This design comes from an exercise in tuning for small area and a short achievable clock period on the open sky130 flow, not from production work. Function not checked in this run: the RTL went through the layout flow alone. Power is estimated from default activity; no workload was simulated.

File: flow/design.v
module fpadd_40(x_40,y_40,res_40,clk_40,rst_40);
input [31:0] x_40,y_40;				      
output [31:0] res_40;				 
input clk_40,rst_40;
parameter menw_40=45;             
reg sing_x_40,sing_y_40;	 
reg [7:0] exp_x_40, exp_y_40,exp_res_40;		 
reg [menw_40:0] mes_x_40, mes_y_40,mes_res_40,mes_medi_40;	 
reg zero_40_x,zero_40_y;	
reg signres;		                     
reg [31:0] resout_40;	 
integer int_exp_x,int_exp_y,int_exp_dif_40;	 
integer renorm_40,renorm_400,renorm_401,renorm_402,renorm_403,renorm_404,renorm_405;	 
parameter [menw_40:0] zero_40=0;
integer int_exp_dif_402,int_exp_dif_401,int_exp_dif_404,int_exp_dif_403,int_exp_dif_405,int_exp_dif_406,int_exp_dif_4000,int_exp_dif_400;
reg [menw_40:0] mes_y_402,mes_y_401,mes_y_403,mes_y_404;
reg [menw_40:0] mes_x_402,mes_x_401,mes_x_403,mes_x_404;
reg [menw_40:0] mes_res_401,mes_res_402,mes_res_403,mes_res_404,mes_res_4000,mes_res_400;
reg [7:0] exp_x_402,exp_x_401;
reg [7:0] exp_res_402,exp_res_401,exp_res_403,exp_res_404,exp_res_4000,exp_res_400;
reg sing_x_402,sing_x_401,sing_x_403;
reg sing_y_402,sing_y_401,sing_y_403;
reg signres2,signres1,signres3,signres4,signres5,signres6,signres00,signres0;
assign res_40=resout_40;
always @(*) begin
renorm_40=0;
  zero_40_x = (x_40[30:0]==0)?1:0;
  zero_40_y = (y_40[30:0]==0)?1:0;
  if( y_40[30:0] > x_40[30:0] ) begin
    exp_x_40 = y_40[30:23];
    exp_y_40 = x_40[30:23];
    sing_x_40 = y_40[31];
    sing_y_40 = x_40[31];
    mes_x_40 = (zero_40_y)?0:{ 2'b1, y_40[22:0],zero_40[menw_40:25]};
    mes_y_40 = (zero_40_x)?0:{ 2'b1, x_40[22:0],zero_40[menw_40:25]};
    signres=sing_x_40;
  end else begin
    sing_x_40 = x_40[31];
    sing_y_40 = y_40[31];
    exp_x_40 = x_40[30:23];
    exp_y_40 = y_40[30:23];
    mes_x_40 = (zero_40_x)?0:{ 2'b1, x_40[22:0],zero_40[menw_40:25]};
    mes_y_40 = (zero_40_y)?0:{ 2'b1, y_40[22:0],zero_40[menw_40:25]};
    signres=sing_x_40;
  end
  int_exp_x=exp_x_40;
  int_exp_y=exp_y_40;
  int_exp_dif_40=exp_x_40-exp_y_40;
int_exp_dif_402=int_exp_dif_401;
mes_y_402=mes_y_401;
mes_x_402=mes_x_401;
exp_x_402=exp_x_401;
sing_x_402=sing_x_401;
sing_y_402=sing_y_401;
signres2=signres1;
  if(int_exp_dif_402 > 24) begin
    exp_res_40=exp_x_402;
    mes_res_40=mes_x_402;
  end else begin
    exp_res_40=exp_x_402;
    mes_res_40=0;
    mes_y_402=(int_exp_dif_402[4])?{16'b0,mes_y_402[menw_40:16]}: {mes_y_402};
    mes_y_402=(int_exp_dif_402[3])?{ 8'b0,mes_y_402[menw_40:8 ]}: {mes_y_402};
    mes_y_402=(int_exp_dif_402[2])?{ 4'b0,mes_y_402[menw_40:4 ]}: {mes_y_402};
    mes_y_402=(int_exp_dif_402[1])?{ 2'b0,mes_y_402[menw_40:2 ]}: {mes_y_402};
    mes_y_402=(int_exp_dif_402[0])?{ 1'b0,mes_y_402[menw_40:1 ]}: {mes_y_402};
  end
mes_y_404=mes_y_403;
mes_x_404=mes_x_403;
mes_res_4000=mes_res_400;
exp_res_4000=exp_res_400;
signres00=signres0;
int_exp_dif_4000=int_exp_dif_400;
 if (int_exp_dif_4000 <=24) begin
    if(sing_x_403 == sing_y_403) 
       	mes_res_4000=mes_x_404+mes_y_404;
	 else mes_res_4000=mes_x_404-mes_y_404;
    if(mes_res_4000[menw_40]) begin
      mes_res_4000={1'b0,mes_res_4000[menw_40:1]};
      exp_res_4000=exp_res_4000+1;
    end
  end
mes_res_402=mes_res_401;
int_exp_dif_404=int_exp_dif_403;
signres4=signres3;
exp_res_402=exp_res_401;
renorm_403=renorm_402;
    if(mes_res_402[menw_40-1:menw_40-32]==0) begin 
	renorm_403[5]=1; mes_res_402={ 1'b0,mes_res_402[menw_40-33:0],32'b0 }; 
    end
    if(mes_res_402[menw_40-1:menw_40-16]==0) begin 
	renorm_403[4]=1; mes_res_402={ 1'b0,mes_res_402[menw_40-17:0],16'b0 }; 
    end
    if(mes_res_402[menw_40-1:menw_40-8]==0) begin 
	renorm_403[3]=1; mes_res_402={ 1'b0,mes_res_402[menw_40-9:0], 8'b0 }; 
    end
    if(mes_res_402[menw_40-1:menw_40-4]==0) begin 
	renorm_403[2]=1; mes_res_402={ 1'b0,mes_res_402[menw_40-5:0], 4'b0 }; 
    end
    if(mes_res_402[menw_40-1:menw_40-2]==0) begin 
	renorm_403[1]=1; mes_res_402={ 1'b0,mes_res_402[menw_40-3:0], 2'b0 }; 
    end
    if(mes_res_402[menw_40-1   ]==0) begin 
	renorm_403[0]=1; mes_res_402={ 1'b0,mes_res_402[menw_40-2:0], 1'b0 }; 
    end
mes_res_404=mes_res_403;
signres6=signres5;
renorm_405=renorm_404;
exp_res_404=exp_res_403;
int_exp_dif_406=int_exp_dif_405;
  if (int_exp_dif_406 <=60)
  begin
    if(mes_res_404 != 0) begin
      if(mes_res_404[menw_40-24:0]==0 && mes_res_404[menw_40-24]==1) begin
	if(mes_res_404[menw_40-11]==1) mes_res_404=mes_res_404+{1'b1,zero_40[menw_40-11:0]};
      end else begin
        mes_res_404=mes_res_404;
      end
      exp_res_404=exp_res_404-renorm_405;
      if(mes_res_404[menw_40-1]==0) begin
       exp_res_404=exp_res_404+1;
       mes_res_404={1'b0,mes_res_404[menw_40-1:1]};
      end
    end else begin
      exp_res_404=0;
      signres6=0;
    end
  end
resout_40={signres6,exp_res_404,mes_res_404[menw_40-2:menw_40-24]};
end
always @(posedge clk_40 or posedge rst_40)
begin
	if (rst_40) 
begin
int_exp_dif_401<=0;
mes_x_401<=0;
mes_y_401<= 0;
exp_x_401 <= 0;
sing_x_401<=0;
sing_y_401<=0;
signres1<=0;
renorm_401<=0;
mes_y_403 <= 0;
mes_x_403 <= 0;
sing_x_403 <= 0;
sing_y_403 <= 0;
mes_res_400 <= 0;
renorm_400 <= 0;
signres0 <= 0;
int_exp_dif_400 <= 0;
exp_res_400 <= 0;
mes_res_401 <= 0;
int_exp_dif_403<= 0;
signres3 <= 0;
exp_res_401<= 0;
renorm_402 <= 0;
mes_res_403<=  0;
signres5<= 0;
renorm_404<= 0;
exp_res_403<= 0;
int_exp_dif_405 <= 0;
end
	else begin
	int_exp_dif_401<= int_exp_dif_40;
	mes_x_401<= mes_x_40;
	mes_y_401<= mes_y_40;
	exp_x_401 <= exp_x_40;
	sing_x_401<= sing_x_40;
	sing_y_401<= sing_y_40;
	signres1<= signres;
	renorm_401<= renorm_40;
	mes_y_403 <= mes_y_402;
	mes_x_403 <= mes_x_402;
	sing_x_403 <= sing_x_402;
	sing_y_403 <= sing_y_402;
	mes_res_400 <= mes_res_40;
	renorm_400 <= renorm_401;
	signres0 <= signres2;
	int_exp_dif_400 <= int_exp_dif_402;
	exp_res_400 <= exp_res_40;
	mes_res_401 <= mes_res_4000;
	int_exp_dif_403<= int_exp_dif_4000;
	signres3 <= signres00;
	exp_res_401<= exp_res_4000;
	renorm_402 <= renorm_400;
	mes_res_403 <= mes_res_402;
	signres5 <= signres4;
	renorm_404 <= renorm_403;
	exp_res_403 <= exp_res_402;
	int_exp_dif_405 <= int_exp_dif_404;
	end
end
endmodule
File: flow/run.sh
#!/bin/bash
# synth_recipe.tcl (not shown) runs the flow's synth.tcl, then flattens the netlist and writes it again
# the make line also repeats each setting of config.mk as NAME=value (left out here)
make -C /OpenROAD-flow-scripts/flow DESIGN_CONFIG=/design/flow/config.mk WORK_HOME=/design/flow/orfs CLKGATE_MAP_FILE= SYNTH_SCRIPT=/design/flow/synth_recipe.tcl finish
File: flow/config.mk
export PLATFORM = sky130hd
export DESIGN_NAME = fpadd_40
export DESIGN_NICKNAME = fpadd_40
export VERILOG_FILES = /design/flow/design.v
export SDC_FILE = /design/flow/constraint.sdc
export NUM_CORES = 4
export LEC_CHECK = 0
export CAP_MARGIN = 20
export CORE_MARGIN = 2
export CORE_UTILIZATION = 40
export SLEW_MARGIN = 20
File: flow/constraint.sdc
create_clock -name core_clock -period 5.0 [get_ports {clk_40}]
set_input_delay 1.0000 -clock core_clock [delete_from_list [all_inputs] [get_ports {clk_40}]]
set_output_delay 1.0000 -clock core_clock [all_outputs]
set_load 0.01 [all_outputs]
==> results.txt <==
-- cell usage in the layout (no fill, tap or decap), drive strengths merged, types with 19 or more instances in the layout --
cell type / synthesis / final
nand3: 19 / 19
o21ai: 208 / 208
mux2: 54 / 54
and2: 35 / 35
a21oi: 117 / 117
buf: 35 / 131
nand2: 212 / 212
inv: 75 / 76
clkbuf: 80 / 46
nor3: 31 / 31
xnor2: 48 / 48
dfrtp: 311 / 311
nor4: 44 / 44
clkdlybuf4s50: 0 / 96
mux2i: 168 / 168
nor2: 172 / 172
nand4: 20 / 20
nor2b: 34 / 34
a211oi: 26 / 26
xor2: 41 / 41
ha: 66 / 66
-- kinds of logic after synthesis --
logic type | after synthesis | synth area share
AOI/OAI and AO/OA | 493 | 0.162
xor gates and xnor gates | 89 | 0.0419
adders and majority gates | 68 | 0.0465
buffers and inverters | 193 | 0.0427
DFF | 311 | 0.418
muxes | 230 | 0.133
and+or+nand+nor | 618 | 0.156
-- final cells by class --
class                           count  area share
Tap cell                          607      0.0339
Inverter                           78      0.0135
Clock inverter                     10     0.00341
Antenna cell                        1    0.000112
Clock buffer                       45      0.0435
Sequential cell                   311       0.348
Multi-Input combinational cell   1498       0.463
Timing Repair Buffer              229      0.0948
-- state kept, by name, indices dropped and copies added (netlist names) --
register / cells
exp_res_401: 8
mes_y_401: 24
renorm_404: 6
int_exp_dif_403: 9
mes_res_400: 24
mes_res_403: 45
mes_x_403: 24
mes_x_401: 24
mes_y_403: 45
signres3: 1
sing_y_403: 1
exp_res_403: 8
int_exp_dif_405: 9
int_exp_dif_400: 9
mes_res_401: 45
sing_y_401: 1
signres5: 1
sing_x_401: 1
sing_x_403: 1
exp_x_401: 8
exp_res_400: 8
int_exp_dif_401: 9
-- what timing repair did --
item / in CTS / in global routing
gates cloned: 2 / 1
setup endpoints to repair: 53 / 54
pin swaps: 3 / 13
gates resized for setup: 20 / 53
buffers inserted: 1 / 13
-- final timing paths --
check	depth (start not counted)	end	start	slack, ps
worst max-delay path	20	mes_res_401[41]$_DFF_PP0_	mes_y_403[17]$_DFF_PP0_	60
worst max register to register	20	mes_res_401[41]$_DFF_PP0_	mes_y_403[17]$_DFF_PP0_	60
max in group asynchronous	3	int_exp_dif_401[2]$_DFF_PP0_	rst_40	3100
worst min register to register	0	int_exp_dif_405[3]$_DFF_PP0_	int_exp_dif_403[3]$_DFF_PP0_	340
min in group asynchronous	2	mes_res_403[42]$_DFF_PP0_	rst_40	960
worst min-delay path	0	int_exp_dif_405[3]$_DFF_PP0_	int_exp_dif_403[3]$_DFF_PP0_	340
-- metrics by stage --
step | utilization | hold WS [ps]
floorplan | - | 331
global placement | 0.451 | 333
detailed placement | 0.451 | 335
CTS | 0.477 | 344
global route | 0.484 | 350
finish | 0.484 | 341
-- critical path: cells and delay by family (launching register included) --
kind                       cells  cell delay, ps
AOI/OAI and AO/OA              7            1060
xor gates and xnor gates       1             150
adders and majority gates      1             330
buffers and inverters          2             280
DFF                            1             380
muxes                          2             580
and+or+nand+nor                7            2030
-- synth_stat cells, drive strengths merged, types with 8 or more instances --
master | count | area, sq um
dfrtp | 311 | 7780
nand2 | 212 | 801
o21ai | 208 | 1060
nor2 | 172 | 648
mux2i | 168 | 1680
a21oi | 117 | 589
clkbuf | 80 | 300
inv | 75 | 287
ha | 66 | 826
mux2 | 54 | 612
xnor2 | 48 | 420
nor4 | 44 | 290
xor2 | 41 | 359
and2 | 35 | 219
buf | 35 | 196
nor2b | 34 | 213
nor3 | 31 | 155
a211oi | 26 | 213
nand4 | 20 | 125
nand3 | 19 | 95.1
a21o | 18 | 135
a221oi | 17 | 155
o31ai | 15 | 118
a31oi | 11 | 68.8
nand2b | 11 | 68.8
a22oi | 10 | 75.1
o21a | 10 | 75.1
mux4 | 8 | 180
-- power groups by stage --
stage | combinational (mW) | clock, mW | sequential, mW
2_1_floorplan | 5.28 | 0 | 3.75
3_3_place_gp | 7.36 | 0 | 4.16
3_5_place_dp | 7.50 | 0 | 4.16
4_1_cts | 7.73 | 2.42 | 4.12
5_1_grt | 8.88 | 2.55 | 4.21
6_report | 8.07 | 2.35 | 4.14
-- per-layer routing --
layer  vias to the layer above  track usage  wire (um)  part of all wire
met1                      7400        0.277      22600              0.42
met3                        88       0.0312       2260             0.042
met2                       400        0.412      27400              0.51
met5                         -            0          0                 0
li1                       7416            -          -                 -
met4                         0       0.0740       1580             0.029
==> impl_metrics.toml <==
[sta]
finalCritPeriodShare = 0.987
max_slew_margin = 0.330
timing.final.crit_period_ps = 4940
rsz0062_at_grt = "yes"
slew_viol_final = 0
clock_skew_ps = 14.8
setup_tns_ps = 0
setup_ws_ps = 64.3
worst-slew-pin-transition_ps = 1000
max_freq_mhz = 203
report.final.setup_viol = 0
finalHoldViolCount = 0

[finish]
register_area_sq_um = 7780
fillers = 4325
fin_cells = 2779
multi_input_area_sq_um = 10400
fin_area_sq_um = 22400
syn_to_final_growth_pct = 20.3
post_route_cells_drive_above_1_share = 0.147
layout.nets = 2286

[synth]
yosysWarnings = 1
synth-edff-count = 0
synthesis.area_sq_um = 18600
yosysSeqAreaShare = 0.418
synth_ff_type = "dfrtp_1"
synth.distinct_cells = 83
synth-seq-cells = 311
syn_inst = 2002
async_reset_ff_frac = 1.00
synth_nets = 2136
synth_area_per_cell_sq_um = 9.30

[critical_path]
critPathMaxStageDelay_ps = 570
worst_ep_arrival_time_ps = 5350
cp_max_fo = 5
start_kind = "flip-flop"
critical_path_class = "flip-flop to flip-flop"
critPathSlowestCell = "or4b_4"
cp_common_cell = "a21o_1"
required_ps = 5410
cp_cell_sequence = "or4_4 -> or4b_4 -> or2_4 -> nor2_4 -> and2_4 -> and3_4 -> a21oi_2 -> xor2_1 -> ha_1 -> a21o_1 -> a21o_1 -> a21o_1 -> and2_4 -> o21ai_4 -> o31ai_4 -> a211oi_4 -> buf_6 -> buf_4 -> mux2_2 -> mux2_2"
end_kind = "flip-flop"

[routing]
ant_nets = 0
routed_via_density = 5.51
wl_per_cell_um = 19.4
drc = 0
drtIter0Drc = 1016
routed_wl_mm = 53.8
num_vias = 15300
dr.pass1.iters = 6

[global_route]
antenna_found_initial = 1
grt_pass1_wl_mm = 85.6
grt_max_degree = 97
grt_pass1_vias = 15500
grt-ovfl-total = 0
grtUsageTotal = 0.227

[pwr]
comb_power_share = 0.554
p_int_mw = 8.53
p_total_mw = 14.5
pwr-share-clk = 0.161
leakage_nw = 9.81
peakVddDrop_uv = 368
power_density_nw_per_um2 = 650
sequentialPowerShare = 0.284
p_sw_frac = 0.414
power.switching_mw = 6.02

[clock_network]
cts_tree = "built"
clockBufferDepth = 3
cts.htree.levels = 2
clk_latency_ps = 540
hold_buffers = 0
clkTransAtPathRegs_ps = 60
cts.sinks = 311
cts_root_buf = "clkbuf_16"
numCtsBuffers = 34

[die]
die_area_sq_um = 48300
io_pins = 98
die_h_um = 220
core_sq_um = 46300
die_w_um = 220
initial_core_util = 0.402
rows = 79

[place]
place_ws_ps = -286
hpwlAfterDp_mm = 42.1
place.gp.congestion = 0.954
place_area_sq_um = 20900
dp.cells = 2706
io_buffers = 97

[run]
cap_viol_max_count = 0

[outcome]
outcome = "complete, no violations"

[worst_hold_path]
hold_path_class = "flip-flop to flip-flop"

==> static timing again, ports no longer ideal <==
In the flow no input, the clock included, has a driving cell. The finished layout below was timed again as built, in two steps.
Step 1 sets driving cells, clkbuf_16 on the clock port and buf_2 on the other inputs (assumed; they add their load-dependent delay and slew).
Step 2, shift: input delay + t, output delay - t, t = (earliest + latest rising clock arrival at the registers) / 2. This alone moves slack from input paths to output paths.
a / b / c = ideal ports / drivers / drivers and shift; a / b = the first two.
t (ns): 0.593
setup slack, ns: 0.064 / 0.064 / 0.064
worst slew at a driven data input, ns: 0.05
After both steps this run still meets setup and hold. For this run, drivers alone change the setup slack by 0.000 ns; drivers and shift together by 0.000 ns.
